This design comes from an exercise in tuning for small area on the open sky130 flow, not from production work.
Only simulation tests tie the RTL to the original design; equivalence was not proved.
The clock port is modelled as an ideal driver, which makes a skipped or thinned clock tree look cheaper than it is; a real chip needs a root buffer or a tree.
Power and IR drop assume default switching activity.

==> build 21 <==
Design gppm_top, start of the top module:
module gppm_top (
  input clk,
  input reset,
  input [7:0] sw,
  output [7:0] leds
);
==> module gppm_top, before the edit <==
module gppm_top (
  input clk,
  input reset,
  input [7:0] sw,
  output [7:0] leds
);
  localparam [13:0] M  = 14'd5461;
  localparam [7:0]  PI = 8'hFF;
  localparam [13:0] T  = 14'b01111100011111;
  localparam [13:0] R  = 14'b11010101111100;
  localparam [13:0] S1 = 14'b11010101111110;
  localparam [13:0] S2 = 14'b01110101011111;
  reg [13:0] q;
  reg [7:0] p;
  reg shown_n;   
  wire shown = ~shown_n;
  wire [13:0] c = q ^ M;
  wire [7:0] pat = p ^ PI;
  wire upd = (c == T);
  wire sel = pat[6];
  wire cap = ~shown & ~c[7];
  reg [13:0] c_next;
  always @* begin
    if (reset)
      c_next = R;
    else if (upd)
      c_next = sel ? S2 : S1;
    else
      c_next = {c[12:0], c[12] ^ c[13]};
  end
  always @(posedge clk)
    q <= c_next ^ M;
  wire [7:0] pat_next = ({8{upd}} & {pat[6:0], pat[7]}) |
                        ({8{cap & ~upd}} & {sw[0], sw[7:1]}) |
                        ({8{~cap & ~upd}} & pat);
  always @(posedge clk)
    p <= pat_next ^ PI;
  always @(posedge clk or posedge reset) begin
    if (reset)
      shown_n <= 1'b1;
    else if (upd)
      shown_n <= 1'b0;
  end
  assign leds = pat & {8{shown}};
endmodule
export LEC_CHECK = 0
export CAP_MARGIN = 20
export CORE_AREA = 3 3 63 63
export DIE_AREA = 0 0 66 66
export PLACE_DENSITY = 0.95
export SLEW_MARGIN = 20
create_clock -name core_clock -period 10.0 [get_ports {clk}]
standard.sh (not shown) runs the stock make flow with config.mk's settings and CLKGATE_MAP_FILE= SYNTH_SCRIPT=/design/flow/synth_recipe.tcl, a recipe that flattens the netlist after the stock synthesis.
==> flow/flow/run.sh <==
#!/bin/bash
# Own layout flow: the standard synthesis, then an area-oriented re-synthesis of
# the same RTL (flow/mysynth.py: its registers renamed to the standard
# synthesis's, and proven equivalent to the standard netlist with Yosys), then
# the standard ORFS flow from floorplan on, with the smallest buffer on the ports.
set -euo pipefail
W=$(pwd)
F=$W/flow
R=$W/orfs/results/$FLOW_PLATFORM/gppm_top/base
LIB=$FLOW_HOME/platforms/$FLOW_PLATFORM/lib/sky130_fd_sc_hd__tt_025C_1v80.lib

bash standard.sh synth > $W/log_synth.txt 2>&1

mkdir -p $W/mysynth
cd $W/mysynth
cp $R/1_2_yosys.v std_1_2_yosys.v
if python3 $F/mysynth.py $W/mysynth/std_1_2_yosys.v $FLOW_DESIGN $LIB $FLOW_TOP $F $W/mysynth/chosen.v \
    > $W/log_mysynth.txt 2>&1; then
  cp chosen.v $R/1_2_yosys.v
fi
cd $W

bash standard.sh "BUFFER_PORTS_ARGS=-buffer_cell sky130_fd_sc_hd__buf_1" "POST_CTS_TCL=$F/post_cts.tcl" "CLK_PLAN=1 sky130_fd_sc_hd__clkbuf_8" finish > $W/log_finish.txt 2>&1
==> flow/flow/post_cts.tcl <==
# POST_CTS hook: replace the clock tree CTS built by one buffer (CLK_ROOT_CELL)
# that drives every register's clock pin, placed at the registers' centre.
set block [ord::get_db_block]
set port_net [[$block findBTerm clk] getNet]
set sinks {}
set bufs {}
proc walk {net} {
  global sinks bufs
  foreach it [$net getITerms] {
    if {[$it isOutputSignal]} continue
    set inst [$it getInst]
    set mname [[$inst getMaster] getName]
    if {[string match "*clkbuf*" $mname] || [string match "*clkinv*" $mname] || [string match "*buf_*" $mname]} {
      if {[lsearch $bufs $inst] < 0} {
        lappend bufs $inst
        set out [$inst findITerm X]
        if {$out eq "NULL" || $out eq ""} { set out [$inst findITerm Y] }
        if {$out ne "NULL" && $out ne "" && [$out getNet] ne "NULL"} { walk [$out getNet] }
      }
    } else {
      lappend sinks $it
    }
  }
}
walk $port_net
puts "post_cts: [llength $sinks] clock sinks, [llength $bufs] clock tree cells"
set oldnets {}
foreach b $bufs {
  foreach it [$b getITerms] { set n [$it getNet]; if {$n ne "NULL" && $n ne $port_net && [lsearch $oldnets $n] < 0 && ![$n isSpecial] && [$n getSigType] ne "POWER" && [$n getSigType] ne "GROUND"} { lappend oldnets $n } }
}
foreach it $sinks { $it disconnect }
foreach b $bufs { odb::dbInst_destroy $b }
foreach n $oldnets { if {[llength [$n getITerms]] == 0} { odb::dbNet_destroy $n } }
# CLK_PLAN: "N CELL": N buffers of type CELL on the clock port, each driving the
# clock pins of one group of registers (groups split by x position)
lassign $::env(CLK_PLAN) nbuf cell
set m [[ord::get_db] findMaster $cell]
set keyed {}
foreach it $sinks { set b [[$it getInst] getBBox]; lappend keyed [list [$b xMin] [$b yMin] $it] }
set keyed [lsort -integer -index 0 $keyed]
set n [llength $keyed]
for {set k 0} {$k < $nbuf} {incr k} {
  set buf [odb::dbInst_create $block $m clkbuf_${k}_clk]
  set net [odb::dbNet_create $block clknet_${k}_clk]
  $net setSigType CLOCK
  [$buf findITerm A] connect $port_net
  [$buf findITerm X] connect $net
  foreach it [$buf getITerms] {
    set mt [$it getMTerm]
    if {[$mt getSigType] eq "POWER"} { $it connect [$block findNet VDD] }
    if {[$mt getSigType] eq "GROUND"} { $it connect [$block findNet VSS] }
  }
  set lo [expr {$k * $n / $nbuf}]; set hi [expr {($k + 1) * $n / $nbuf}]
  set xs 0; set ys 0
  foreach e [lrange $keyed $lo [expr {$hi - 1}]] { lassign $e x y it; $it connect $net; incr xs $x; incr ys $y }
  set c [expr {$hi - $lo}]
  $buf setLocation [expr {$xs / $c}] [expr {$ys / $c}]
  $buf setPlacementStatus PLACED
}
detailed_placement
check_placement -verbose
estimate_parasitics -placement
set w 0
foreach pin [get_pins -of_objects [get_cells *] -filter "name==CLK"] { set s [get_property $pin slew_max]; if {$s > $w} {set w $s} }
puts "post_cts: worst register clock slew $w"
Other scripts of this flow, unchanged in this note and not shown: flow/flow/abc_a.abc, flow/flow/abc_b.abc, flow/flow/abc_c.abc, flow/flow/abc_d.abc, flow/flow/mysynth.py
==> inputs of trial 46, as changes to build 21 <==
--- a/flow/design.v
+++ b/flow/design.v
@@ -8,8 +8,8 @@
   localparam [13:0] M  = 14'd5461;
   localparam [7:0]  PI = 8'hFF;
-  localparam [13:0] T  = 14'b01111100011111;
-  localparam [13:0] R  = 14'b11010101111100;
-  localparam [13:0] S1 = 14'b11010101111110;
-  localparam [13:0] S2 = 14'b01110101011111;
+  localparam [13:0] T  = 14'b01010101010101;
+  localparam [13:0] R  = 14'b11001101010101;
+  localparam [13:0] S1 = 14'b11101111111011;
+  localparam [13:0] S2 = 14'b01010101010111;   
   reg [13:0] q;
   reg [7:0] p;
@@ -18,7 +18,7 @@
   wire [13:0] c = q ^ M;
   wire [7:0] pat = p ^ PI;
-  wire upd = (c == T);
-  wire sel = pat[6];
-  wire cap = ~shown & ~c[7];
+  wire sel = pat[7] & shown;
+  wire upd = (c == (sel ? S2 : T));
+  wire cap = ~shown & c[0] & c[9];
   reg [13:0] c_next;
   always @* begin
@@ -26,5 +26,5 @@
       c_next = R;
     else if (upd)
-      c_next = sel ? S2 : S1;
+      c_next = S1;
     else
       c_next = {c[12:0], c[12] ^ c[13]};
--- a/flow/flow/run.sh
+++ b/flow/flow/run.sh
@@ -21,3 +21,3 @@
 cd $W
 
-bash standard.sh "BUFFER_PORTS_ARGS=-buffer_cell sky130_fd_sc_hd__buf_1" "POST_CTS_TCL=$F/post_cts.tcl" "CLK_PLAN=1 sky130_fd_sc_hd__clkbuf_8" finish > $W/log_finish.txt 2>&1
+bash standard.sh "BUFFER_PORTS_ARGS=-buffer_cell sky130_fd_sc_hd__buf_1" "POST_CTS_TCL=$F/post_cts.tcl" "CLK_PLAN=2 sky130_fd_sc_hd__clkbuf_4" finish > $W/log_finish.txt 2>&1
--- a/flow/flow/post_cts.tcl
+++ b/flow/flow/post_cts.tcl
@@ -3,8 +3,8 @@
 set block [ord::get_db_block]
 set port_net [[$block findBTerm clk] getNet]
-set sinks {}
-set bufs {}
-proc walk {net} {
-  global sinks bufs
+set ::pc_sinks {}
+set ::pc_bufs {}
+proc pc_walk {net} {
+
   foreach it [$net getITerms] {
     if {[$it isOutputSignal]} continue
@@ -12,23 +12,23 @@
     set mname [[$inst getMaster] getName]
     if {[string match "*clkbuf*" $mname] || [string match "*clkinv*" $mname] || [string match "*buf_*" $mname]} {
-      if {[lsearch $bufs $inst] < 0} {
-        lappend bufs $inst
+      if {[lsearch $::pc_bufs $inst] < 0} {
+        lappend ::pc_bufs $inst
         set out [$inst findITerm X]
         if {$out eq "NULL" || $out eq ""} { set out [$inst findITerm Y] }
-        if {$out ne "NULL" && $out ne "" && [$out getNet] ne "NULL"} { walk [$out getNet] }
+        if {$out ne "NULL" && $out ne "" && [$out getNet] ne "NULL"} { pc_walk [$out getNet] }
       }
     } else {
-      lappend sinks $it
+      lappend ::pc_sinks $it
     }
   }
 }
-walk $port_net
-puts "post_cts: [llength $sinks] clock sinks, [llength $bufs] clock tree cells"
+pc_walk $port_net
+puts "post_cts: [llength $::pc_sinks] clock sinks, [llength $::pc_bufs] clock tree cells"
 set oldnets {}
-foreach b $bufs {
+foreach b $::pc_bufs {
   foreach it [$b getITerms] { set n [$it getNet]; if {$n ne "NULL" && $n ne $port_net && [lsearch $oldnets $n] < 0 && ![$n isSpecial] && [$n getSigType] ne "POWER" && [$n getSigType] ne "GROUND"} { lappend oldnets $n } }
 }
-foreach it $sinks { $it disconnect }
-foreach b $bufs { odb::dbInst_destroy $b }
+foreach it $::pc_sinks { $it disconnect }
+foreach b $::pc_bufs { odb::dbInst_destroy $b }
 foreach n $oldnets { if {[llength [$n getITerms]] == 0} { odb::dbNet_destroy $n } }
 # CLK_PLAN: "N CELL": N buffers of type CELL on the clock port, each driving the
@@ -37,5 +37,5 @@
 set m [[ord::get_db] findMaster $cell]
 set keyed {}
-foreach it $sinks { set b [[$it getInst] getBBox]; lappend keyed [list [$b xMin] [$b yMin] $it] }
+foreach it $::pc_sinks { set b [[$it getInst] getBBox]; lappend keyed [list [$b xMin] [$b yMin] $it] }
 set keyed [lsort -integer -index 0 $keyed]
 set n [llength $keyed]
==> inputs of trial 98, as changes to build 21 <==
--- a/flow/flow/run.sh
+++ b/flow/flow/run.sh
@@ -21,3 +21,3 @@
 cd $W
 
-bash standard.sh "BUFFER_PORTS_ARGS=-buffer_cell sky130_fd_sc_hd__buf_1" "POST_CTS_TCL=$F/post_cts.tcl" "CLK_PLAN=1 sky130_fd_sc_hd__clkbuf_8" finish > $W/log_finish.txt 2>&1
+bash standard.sh "BUFFER_PORTS_ARGS=-buffer_cell sky130_fd_sc_hd__buf_1" finish > $W/log_finish.txt 2>&1
- CTS_BUF_LIST: not set -> sky130_fd_sc_hd__clkbuf_8
- PLACE_DENSITY: 0.95 -> not set
removed: flow/flow/post_cts.tcl
==> inputs of build 95, as changes to build 21 <==
--- a/flow/flow/post_cts.tcl
+++ b/flow/flow/post_cts.tcl
@@ -3,8 +3,8 @@
 set block [ord::get_db_block]
 set port_net [[$block findBTerm clk] getNet]
-set sinks {}
-set bufs {}
-proc walk {net} {
-  global sinks bufs
+set ::pc_sinks {}
+set ::pc_bufs {}
+proc pc_walk {net} {
+
   foreach it [$net getITerms] {
     if {[$it isOutputSignal]} continue
@@ -12,23 +12,23 @@
     set mname [[$inst getMaster] getName]
     if {[string match "*clkbuf*" $mname] || [string match "*clkinv*" $mname] || [string match "*buf_*" $mname]} {
-      if {[lsearch $bufs $inst] < 0} {
-        lappend bufs $inst
+      if {[lsearch $::pc_bufs $inst] < 0} {
+        lappend ::pc_bufs $inst
         set out [$inst findITerm X]
         if {$out eq "NULL" || $out eq ""} { set out [$inst findITerm Y] }
-        if {$out ne "NULL" && $out ne "" && [$out getNet] ne "NULL"} { walk [$out getNet] }
+        if {$out ne "NULL" && $out ne "" && [$out getNet] ne "NULL"} { pc_walk [$out getNet] }
       }
     } else {
-      lappend sinks $it
+      lappend ::pc_sinks $it
     }
   }
 }
-walk $port_net
-puts "post_cts: [llength $sinks] clock sinks, [llength $bufs] clock tree cells"
+pc_walk $port_net
+puts "post_cts: [llength $::pc_sinks] clock sinks, [llength $::pc_bufs] clock tree cells"
 set oldnets {}
-foreach b $bufs {
+foreach b $::pc_bufs {
   foreach it [$b getITerms] { set n [$it getNet]; if {$n ne "NULL" && $n ne $port_net && [lsearch $oldnets $n] < 0 && ![$n isSpecial] && [$n getSigType] ne "POWER" && [$n getSigType] ne "GROUND"} { lappend oldnets $n } }
 }
-foreach it $sinks { $it disconnect }
-foreach b $bufs { odb::dbInst_destroy $b }
+foreach it $::pc_sinks { $it disconnect }
+foreach b $::pc_bufs { odb::dbInst_destroy $b }
 foreach n $oldnets { if {[llength [$n getITerms]] == 0} { odb::dbNet_destroy $n } }
 # CLK_PLAN: "N CELL": N buffers of type CELL on the clock port, each driving the
@@ -37,5 +37,5 @@
 set m [[ord::get_db] findMaster $cell]
 set keyed {}
-foreach it $sinks { set b [[$it getInst] getBBox]; lappend keyed [list [$b xMin] [$b yMin] $it] }
+foreach it $::pc_sinks { set b [[$it getInst] getBBox]; lappend keyed [list [$b xMin] [$b yMin] $it] }
 set keyed [lsort -integer -index 0 $keyed]
 set n [llength $keyed]
==> results.txt <==
- Build 21 died in clock tree synthesis (4_1_cts). Build 95 completed with no timing, DRC or antenna violations. Trial 46 ran to the end with no violations. Trial 98 completed with no timing, DRC or antenna violations.
- Global-route usage, highest first: trial 98, trial 46, build 95.
- Between trial 46 and build 95, the lower register-to-register slack is in trial 46 (gap 230 ps).
- Combinational power, lowest first: build 95, trial 98, trial 46.
- The lowest via count belongs to trial 46, the highest to trial 98.
- Sequential share of layout area: trial 98 is lower than trial 46 (2.4 points).
- Of trial 46 and build 95, build 95 has the higher worst setup slack (gap 21 ps).
- The highest final cell count belongs to trial 98, the lowest to trial 46.
- Synthesized cell count is the same in build 21 and trial 98.
- The lowest core utilization belongs to trial 46, the highest to trial 98.
In trial 46 and build 95 the design's own scripts or RTL, not TritonCTS, make the clock network.

==> separate check: timing with driven ports <==
The flow's constraints put no driver on any port. The routed layouts listed below were extracted and timed again, unchanged, in two steps.
Step 1, drivers: a clkbuf_16 drives clk and a buf_2 each remaining input, both assumed.
Step 2, shift: input delay + t, output delay - t, t = (earliest + latest rising clock arrival at the registers) / 2. This alone moves slack from input paths to output paths.
Slacks: no drivers / after step 1 / after step 2; pairs: no drivers / after step 1.
| run | shift t [ns] | setup slack, ns | clock arrival spread, ns | slew at the worst register clock pin (ns) |
|---|---|---|---|---|
| trial 46 | 0.191 | 6.958 / 6.932 / 7.123 | 0.012 / 0.012 | 0.11 / 0.11 |
| trial 98 | 0.282 | 6.893 / 6.870 / 7.153 | 0.003 / 0.003 | 0.08 / 0.08 |
| build 95 | 0.197 | 6.979 / 6.954 / 7.150 | 0.002 / 0.001 | 0.12 / 0.12 |
After both steps setup and hold are still met in every run listed.
